Background: an optimization exercise with open tools, aiming at small area and a short achievable clock period. Do not read the settings as production practice.
At most, simulation tests tie the RTL to the original design; equivalence was not proved.
No driver is modelled on the clock port, so clock power and skew are understated where the tree is cut down; a real chip needs a root buffer or a tree.

==> juniper: inputs <==
Design fifo_sync, start of the top module:
module fifo_sync #(
    parameter int WIDTH = 32,
    parameter int DEPTH = 16    
)(
    input  logic                 clk,
    input  logic                 rst_n,
    input  logic                 wr_en,
    input  logic [WIDTH-1:0]     wr_data,
    output logic                 full,
    input  logic                 rd_en,
    output logic [WIDTH-1:0]     rd_data,
    output logic                 empty,
    output logic [$clog2(DEPTH+1)-1:0] level
);
    localparam int PTR_W  = $clog2(DEPTH);
    localparam int MDEPTH = DEPTH - 1;         
    logic [WIDTH-1:0] mem [0:MDEPTH-1];
    logic [WIDTH-1:0] head;
    logic [MDEPTH-1:0]           wr_sel;       
    logic [MDEPTH-1:0]           rd_sel;       
    logic [$clog2(DEPTH+1)-1:0]  count;
    logic                        full_r;       
    logic                        nonempty_r;   
    logic                        le1_r;        
    logic push, pop;
    assign push = wr_en && !full_r;
    assign pop  = rd_en && nonempty_r;
    logic mem_push, mem_pop;
  ...
==> module fifo_sync, before the edit <==
module fifo_sync #(
    parameter int WIDTH = 32,
    parameter int DEPTH = 16    
)(
    input  logic                 clk,
    input  logic                 rst_n,
    input  logic                 wr_en,
    input  logic [WIDTH-1:0]     wr_data,
    output logic                 full,
    input  logic                 rd_en,
    output logic [WIDTH-1:0]     rd_data,
    output logic                 empty,
    output logic [$clog2(DEPTH+1)-1:0] level
);
    localparam int PTR_W  = $clog2(DEPTH);
    localparam int MDEPTH = DEPTH - 1;         
    logic [WIDTH-1:0] mem [0:MDEPTH-1];
    logic [WIDTH-1:0] head;
    logic [MDEPTH-1:0]           wr_sel;       
    logic [MDEPTH-1:0]           rd_sel;       
    logic [$clog2(DEPTH+1)-1:0]  count;
    logic                        full_r;       
    logic                        nonempty_r;   
    logic                        le1_r;        
    logic push, pop;
    assign push = wr_en && !full_r;
    assign pop  = rd_en && nonempty_r;
    logic mem_push, mem_pop;
    assign mem_push = push && nonempty_r && !(le1_r && rd_en);
    assign mem_pop  = pop && !le1_r;
    always_ff @(posedge clk) begin
        for (int i = 0; i < MDEPTH; i++)
            if (wr_en && wr_sel[i]) mem[i] <= wr_data;
    end
    logic             keep;
    logic [WIDTH-1:0] head_d;
    assign keep = !rd_en && nonempty_r;
    always_comb begin
        head_d = (head & {WIDTH{keep}}) | (wr_data & {WIDTH{!keep && le1_r}});
        for (int i = 0; i < MDEPTH; i++)
            head_d = head_d | (mem[i] & {WIDTH{!keep && !le1_r && rd_sel[i]}});
    end
    always_ff @(posedge clk) begin
        head <= head_d;
    end
    always_ff @(posedge clk or negedge rst_n) begin
        if (!rst_n) begin
            wr_sel     <= MDEPTH'(1);
            rd_sel     <= MDEPTH'(1);
            count      <= '0;
            full_r     <= 1'b0;
            nonempty_r <= 1'b0;
            le1_r      <= 1'b1;
        end else begin
            if (push && !pop && count == DEPTH-1)
                wr_sel <= '0;
            else if (full_r && pop)
                wr_sel <= rd_sel;
            else if (mem_push)
                wr_sel <= {wr_sel[MDEPTH-2:0], wr_sel[MDEPTH-1]};
            if (mem_pop)  rd_sel <= {rd_sel[MDEPTH-2:0], rd_sel[MDEPTH-1]};
            if (push && !pop) begin
                count      <= count + 1'b1;
                full_r     <= (count == DEPTH-1);
                nonempty_r <= 1'b1;
                le1_r      <= !nonempty_r;
            end else if (pop && !push) begin
                count      <= count - 1'b1;
                full_r     <= 1'b0;
                nonempty_r <= (count != 1);
                le1_r      <= (count <= 2);
            end
        end
    end
    assign rd_data = head;
    assign full    = full_r;
    assign empty   = !nonempty_r;
    assign level   = count;
endmodule
==> flow/config.mk <==
export PLATFORM = sky130hd
export DESIGN_NAME = fifo_sync
export DESIGN_NICKNAME = fifo_sync
export VERILOG_FILES = /design/flow/design.v
export SDC_FILE = /design/flow/constraint.sdc
export NUM_CORES = 4
export LEC_CHECK = 0
export CAP_MARGIN = 20
export CORE_MARGIN = 2
export CORE_UTILIZATION = 40
export SLEW_MARGIN = 20
==> flow/constraint.sdc <==
create_clock -name core_clock -period 4.3 [get_ports {clk}]
set_input_delay 0.8600 -clock core_clock [delete_from_list [all_inputs] [get_ports {clk}]]
set_output_delay 0.8600 -clock core_clock [all_outputs]
set_load 0.01 [all_outputs]
standard.sh (not shown) runs the stock make flow with config.mk's settings and CLKGATE_MAP_FILE= SYNTH_SCRIPT=/design/flow/synth_recipe.tcl, a recipe that flattens the netlist after the stock synthesis.
==> flow/flow/run.sh <==
#!/bin/bash
# Standard ORFS layout with faster port buffers, sizing free to change cell
# footprints and larger clock-sink clusters. After CTS the clock tree's root
# buffer is dropped, timing repaired again and area recovered
# (flow/cts_post.tcl); after global routing area is recovered again
# (flow/grt_downsize.tcl). Timing repair aims at 2.5 ns of setup slack up to
# CTS and 2.4 ns after global routing. The tools' output goes to standard.log
# and the ORFS logs.
set -e
ARGS=(MATCH_CELL_FOOTPRINT=0
  "BUFFER_PORTS_ARGS=-buffer_cell sky130_fd_sc_hd__buf_2"
  "CTS_ARGS=-sink_clustering_enable -repair_clock_nets -sink_clustering_size 30 -sink_clustering_max_diameter 150 -dont_use_dummy_load"
  "POST_CTS_TCL=$(pwd)/flow/cts_post.tcl"
  "POST_GLOBAL_ROUTE_TCL=$(pwd)/flow/grt_downsize.tcl")
bash standard.sh "${ARGS[@]}" SETUP_SLACK_MARGIN=2.5 cts > standard.log 2>&1
bash standard.sh "${ARGS[@]}" SETUP_SLACK_MARGIN=2.4 finish >> standard.log 2>&1
==> flow/flow/cts_post.tcl <==
# After clock-tree synthesis: drop the tree's root buffer (flow/noroot.tcl),
# repair setup timing again for the new clock arrival, legalize, then
# recover area by downsizing cells off the critical path (flow/downsize.tcl).
set here [file dirname [info script]]
source [file join $here noroot.tcl]
estimate_parasitics -placement
repair_timing -setup -setup_margin $::env(SETUP_SLACK_MARGIN) -repair_tns 100 -verbose
detailed_placement
estimate_parasitics -placement
source [file join $here downsize.tcl]
==> flow/flow/downsize.tcl <==
# Area recovery: try each logic cell at a smaller drive strength of the same
# function, and keep the smaller cell only if the worst setup slack does not
# drop and no slew, capacitance or hold violation appears (clock-tree cells
# are left alone).
if {![info exists ::ds_est]} { set ::ds_est -placement }
proc ds_ws {} { eval estimate_parasitics $::ds_est; return [sta::worst_slack_cmd max] }
proc ds_viol {} {
  return [expr {[sta::max_slew_violation_count] + [sta::max_capacitance_violation_count]}]
}
set ds_target [expr {[ds_ws] - 0.002e-9}]
set ds_hold [expr {min(0.0, [sta::worst_slack_cmd min])}]
set ds_v0 [ds_viol]
set ds_saved 0.0
set ds_count 0
set ds_block [ord::get_db_block]
set ds_insts {}
foreach inst [$ds_block getInsts] {
  set m [[$inst getMaster] getName]
  if {![regexp {^(sky130_fd_sc_hd__[a-z0-9]+)_([0-9]+)$} $m -> base drv]} continue
  set name [$inst getName]
  if {[string match "clkbuf_*" $name] || [string match "clkload*" $name]} continue
  if {[string match "*clkinv*" $base] || [string match "*tap*" $base] || [string match "*fill*" $base] || [string match "*decap*" $base] || [string match "*conb*" $base]} continue
  set name [$inst getName]
  if {[string match "clkload*" $name]} continue
  if {$drv <= 1} continue
  lappend ds_insts [list $name $base $drv $m]
}
foreach e $ds_insts {
  lassign $e name base drv orig
  set cands {}
  foreach d {0 1 2 4 6 8 12} {
    if {$d >= $drv} break
    set lc [get_lib_cells -quiet */${base}_$d]
    if {[llength $lc]} { lappend cands $lc }
  }
  if {![llength $cands]} continue
  set oarea [get_property [get_lib_cells */$orig] area]
  foreach lc $cands {
    replace_cell [get_cells $name] $lc
    if {[ds_ws] >= $ds_target && [ds_viol] <= $ds_v0 && [sta::worst_slack_cmd min] >= $ds_hold} {
      set ds_saved [expr {$ds_saved + $oarea - [get_property $lc area]}]
      incr ds_count
      break
    }
    replace_cell [get_cells $name] [get_lib_cells */$orig]
  }
}
puts "downsize: violations [ds_viol] (before $ds_v0), worst hold slack [format %.3f [expr {[sta::worst_slack_cmd min]*1e9}]] ns"
puts "downsize: $ds_count cells smaller, [format %.1f $ds_saved] um2 saved, worst slack [format %.3f [expr {[ds_ws]*1e9}]] ns"
==> flow/flow/grt_downsize.tcl <==
# After global routing and its timing repair: recover area by downsizing
# cells off the critical path (flow/downsize.tcl, re-estimating the routed
# parasitics after each change), then reroute the changed nets and rewrite
# the route guides.
global_route -start_incremental
set ::ds_est -global_routing
source [file join [file dirname [info script]] downsize.tcl]
global_route -end_incremental
estimate_parasitics -global_routing
puts "downsize: after reroute, worst slack [format %.3f [expr {[sta::worst_slack_cmd max]*1e9}]] ns"
write_guides $::env(RESULTS_DIR)/route.guide
==> flow/flow/noroot.tcl <==
set nr_block [ord::get_db_block]
set nr_clk [$nr_block findNet clk]
set nr_its [$nr_clk getITerms]
if {[llength $nr_its] == 1} {
  set nr_root [[lindex $nr_its 0] getInst]
  set nr_net [[$nr_root findITerm X] getNet]
  set nr_n 0
  foreach it [$nr_net getITerms] { if {[$it getInst] ne $nr_root} { incr nr_n } }
  if {$nr_n <= 4} {
    foreach it [$nr_net getITerms] {
      if {[$it getInst] ne $nr_root} { $it disconnect; $it connect $nr_clk }
    }
    puts "noroot: removed [$nr_root getName], clock port now feeds $nr_n pins"
    odb::dbInst_destroy $nr_root
    odb::dbNet_destroy $nr_net
  }
}
==> inputs of harbor, as changes to juniper <==
--- a/flow/design.v
+++ b/flow/design.v
@@ -17,12 +17,11 @@
     logic [WIDTH-1:0] mem [0:MDEPTH-1];
     logic [WIDTH-1:0] head;
-    logic [MDEPTH-1:0]           wr_sel;       
+    logic [PTR_W-1:0]            wr_ptr;       
     logic [MDEPTH-1:0]           rd_sel;       
     logic [$clog2(DEPTH+1)-1:0]  count;
-    logic                        full_r;       
     logic                        nonempty_r;   
     logic                        le1_r;        
     logic push, pop;
-    assign push = wr_en && !full_r;
+    assign push = wr_en && !count[PTR_W];
     assign pop  = rd_en && nonempty_r;
     logic mem_push, mem_pop;
@@ -30,6 +29,5 @@
     assign mem_pop  = pop && !le1_r;
     always_ff @(posedge clk) begin
-        for (int i = 0; i < MDEPTH; i++)
-            if (wr_en && wr_sel[i]) mem[i] <= wr_data;
+        if (push) mem[wr_ptr] <= wr_data;
     end
     logic             keep;
@@ -46,26 +44,18 @@
     always_ff @(posedge clk or negedge rst_n) begin
         if (!rst_n) begin
-            wr_sel     <= MDEPTH'(1);
+            wr_ptr     <= '0;
             rd_sel     <= MDEPTH'(1);
             count      <= '0;
-            full_r     <= 1'b0;
             nonempty_r <= 1'b0;
             le1_r      <= 1'b1;
         end else begin
-            if (push && !pop && count == DEPTH-1)
-                wr_sel <= '0;
-            else if (full_r && pop)
-                wr_sel <= rd_sel;
-            else if (mem_push)
-                wr_sel <= {wr_sel[MDEPTH-2:0], wr_sel[MDEPTH-1]};
+            if (mem_push) wr_ptr <= (wr_ptr == PTR_W'(MDEPTH-1)) ? '0 : wr_ptr + 1'b1;
             if (mem_pop)  rd_sel <= {rd_sel[MDEPTH-2:0], rd_sel[MDEPTH-1]};
             if (push && !pop) begin
                 count      <= count + 1'b1;
-                full_r     <= (count == DEPTH-1);
                 nonempty_r <= 1'b1;
                 le1_r      <= !nonempty_r;
             end else if (pop && !push) begin
                 count      <= count - 1'b1;
-                full_r     <= 1'b0;
                 nonempty_r <= (count != 1);
                 le1_r      <= (count <= 2);
@@ -74,5 +64,5 @@
     end
     assign rd_data = head;
-    assign full    = full_r;
+    assign full    = count[PTR_W];
     assign empty   = !nonempty_r;
     assign level   = count;
==> flow/flow/run.sh (replaced) <==
#!/bin/bash
# Standard ORFS layout with faster port buffers and sizing free to change
# cell footprints; the tools' output goes to standard.log and the ORFS logs.
set -e
bash standard.sh MATCH_CELL_FOOTPRINT=0 \
  "BUFFER_PORTS_ARGS=-buffer_cell sky130_fd_sc_hd__buf_2" \
  SETUP_SLACK_MARGIN=2.4  finish > standard.log 2>&1
removed: flow/flow/cts_post.tcl
removed: flow/flow/downsize.tcl
removed: flow/flow/grt_downsize.tcl
removed: flow/flow/noroot.tcl
==> inputs of raven, as changes to juniper <==
--- a/flow/design.v
+++ b/flow/design.v
@@ -17,5 +17,5 @@
     logic [WIDTH-1:0] mem [0:MDEPTH-1];
     logic [WIDTH-1:0] head;
-    logic [MDEPTH-1:0]           wr_sel;       
+    logic [PTR_W-1:0]            wr_ptr;       
     logic [MDEPTH-1:0]           rd_sel;       
     logic [$clog2(DEPTH+1)-1:0]  count;
@@ -31,5 +31,5 @@
     always_ff @(posedge clk) begin
         for (int i = 0; i < MDEPTH; i++)
-            if (wr_en && wr_sel[i]) mem[i] <= wr_data;
+            if (push && wr_ptr == PTR_W'(i)) mem[i] <= wr_data;
     end
     logic             keep;
@@ -46,5 +46,5 @@
     always_ff @(posedge clk or negedge rst_n) begin
         if (!rst_n) begin
-            wr_sel     <= MDEPTH'(1);
+            wr_ptr     <= '0;
             rd_sel     <= MDEPTH'(1);
             count      <= '0;
@@ -53,10 +53,5 @@
             le1_r      <= 1'b1;
         end else begin
-            if (push && !pop && count == DEPTH-1)
-                wr_sel <= '0;
-            else if (full_r && pop)
-                wr_sel <= rd_sel;
-            else if (mem_push)
-                wr_sel <= {wr_sel[MDEPTH-2:0], wr_sel[MDEPTH-1]};
+            if (mem_push) wr_ptr <= (wr_ptr == PTR_W'(MDEPTH-1)) ? '0 : wr_ptr + 1'b1;
             if (mem_pop)  rd_sel <= {rd_sel[MDEPTH-2:0], rd_sel[MDEPTH-1]};
             if (push && !pop) begin
@@ -74,5 +69,5 @@
     end
     assign rd_data = head;
-    assign full    = full_r;
+    assign full    = count[PTR_W];
     assign empty   = !nonempty_r;
     assign level   = count;
--- a/flow/config.mk
+++ b/flow/config.mk
@@ -9,3 +9,3 @@
 export CORE_MARGIN = 2
 export CORE_UTILIZATION = 40
-export SLEW_MARGIN = 20
+export SLEW_MARGIN = 50
==> impl_metrics.env <==
export IMPL_p_clk_share_pct=37.0
export IMPL_syn_cell_area_mm2=0.0198
export IMPL_dr_pass1_iters=5
export IMPL_synth_fa_ha_area_share_pct=0.316
export IMPL_crit_fanout=5
export IMPL_crit_family="buffers and inverters"
export IMPL_coreArea_mm2=0.0488
export IMPL_yosysWarnings=1
export IMPL_final_cell_mix="480 x edfxtp_1, 205 x a22oi_1, 68 x buf_4, 60 x clkbuf_16, 49 x buf_6"
export IMPL_synth_fp_nets=1148
export IMPL_drive_gt1_share_pct=28.6
export IMPL_status="no timing/DRC/antenna violations"
export IMPL_routed_wl_met2_mm=24.6
export IMPL_antenna_found_initial=0
(the above is from harbor)
==> impl_metrics.env <==
export IMPL_status="no timing/DRC/antenna violations"
export IMPL_grt_pass1_wl_mm=70.5
export IMPL_crit_family="flip-flops"
export IMPL_crit_fanout=2
export IMPL_syn_cell_area_mm2=0.0203
export IMPL_antenna_found_initial=0
export IMPL_p_clk_mw=2.34
export IMPL_drive_gt1_share_pct=7.21
export IMPL_synth_fp_nets=1241
export IMPL_dp_cells=1877
export IMPL_dr_pass1_iters=7
export IMPL_p_clk_share_pct=25.9
export IMPL_coreArea_mm2=0.0501
export IMPL_yosysWarnings=2
export IMPL_cts_sinks=550
(the above is from juniper)
==> impl_metrics.env <==
export IMPL_fin_crit_ns=1.89
export IMPL_antenna_found_initial=1
export IMPL_yosysWarnings=2
export IMPL_max_vdd_ir_drop_mv=0.254
export IMPL_max_freq_mhz=529
export IMPL_synth_fp_nets=1149
export IMPL_dr_pass1_iters=8
export IMPL_syn_cell_area_mm2=0.0197
export IMPL_nFillCells=4369
export IMPL_coreArea_mm2=0.0488
export IMPL_p_clk_share_pct=22.9
export IMPL_status="no timing/DRC/antenna violations"
export IMPL_placed_area_mm2=0.0211
export IMPL_stdcell_count=1891
export IMPL_tap_cells=664
export IMPL_final_cell_mix="480 x edfxtp_1, 87 x a221oi_1, 77 x buf_1, 60 x a22o_1, 58 x a21oi_1"
export IMPL_routed_wl_met2_mm=25.0
export IMPL_multi_input_gates=450
export IMPL_synth_fa_ha_area_share_pct=0.380
export IMPL_crit_family="compound AO/OA/AOI/OAI gates"
(the above is from raven)
The RTL of harbor was laid out without a check of its function.

## afterwards: timing with drivers on the ports
Ports are ideal in the flow. The routed layouts listed here were re-timed in OpenROAD.
Step 1, drivers: a clkbuf_16 drives clk and a buf_2 each remaining input, both assumed.
Step 2 times the ports against the registers' clock, not the clock port: input delays grow and output delays shrink by t, the midpoint of the rising clock arrivals with the driver on.
a / b / c = ideal ports / drivers / drivers and shift; a / b = the first two.
| run | t (ns) | setup slack, ns | worst setup path at the end | cell pins on the clock port's net |
|---|---|---|---|---|
| juniper | 0.478 | 2.431 / 2.360 / 2.021 | input to register | 2 |
| harbor | 0.645 | 2.269 / 2.215 / 1.851 | input to register | 1 |
| raven | 0.492 | 2.409 / 2.352 / 1.951 | input to register | 2 |
After both steps every run listed still meets setup and hold. For raven, which loses most, drivers alone change the setup slack by -0.057 ns; drivers and shift together by -0.458 ns.
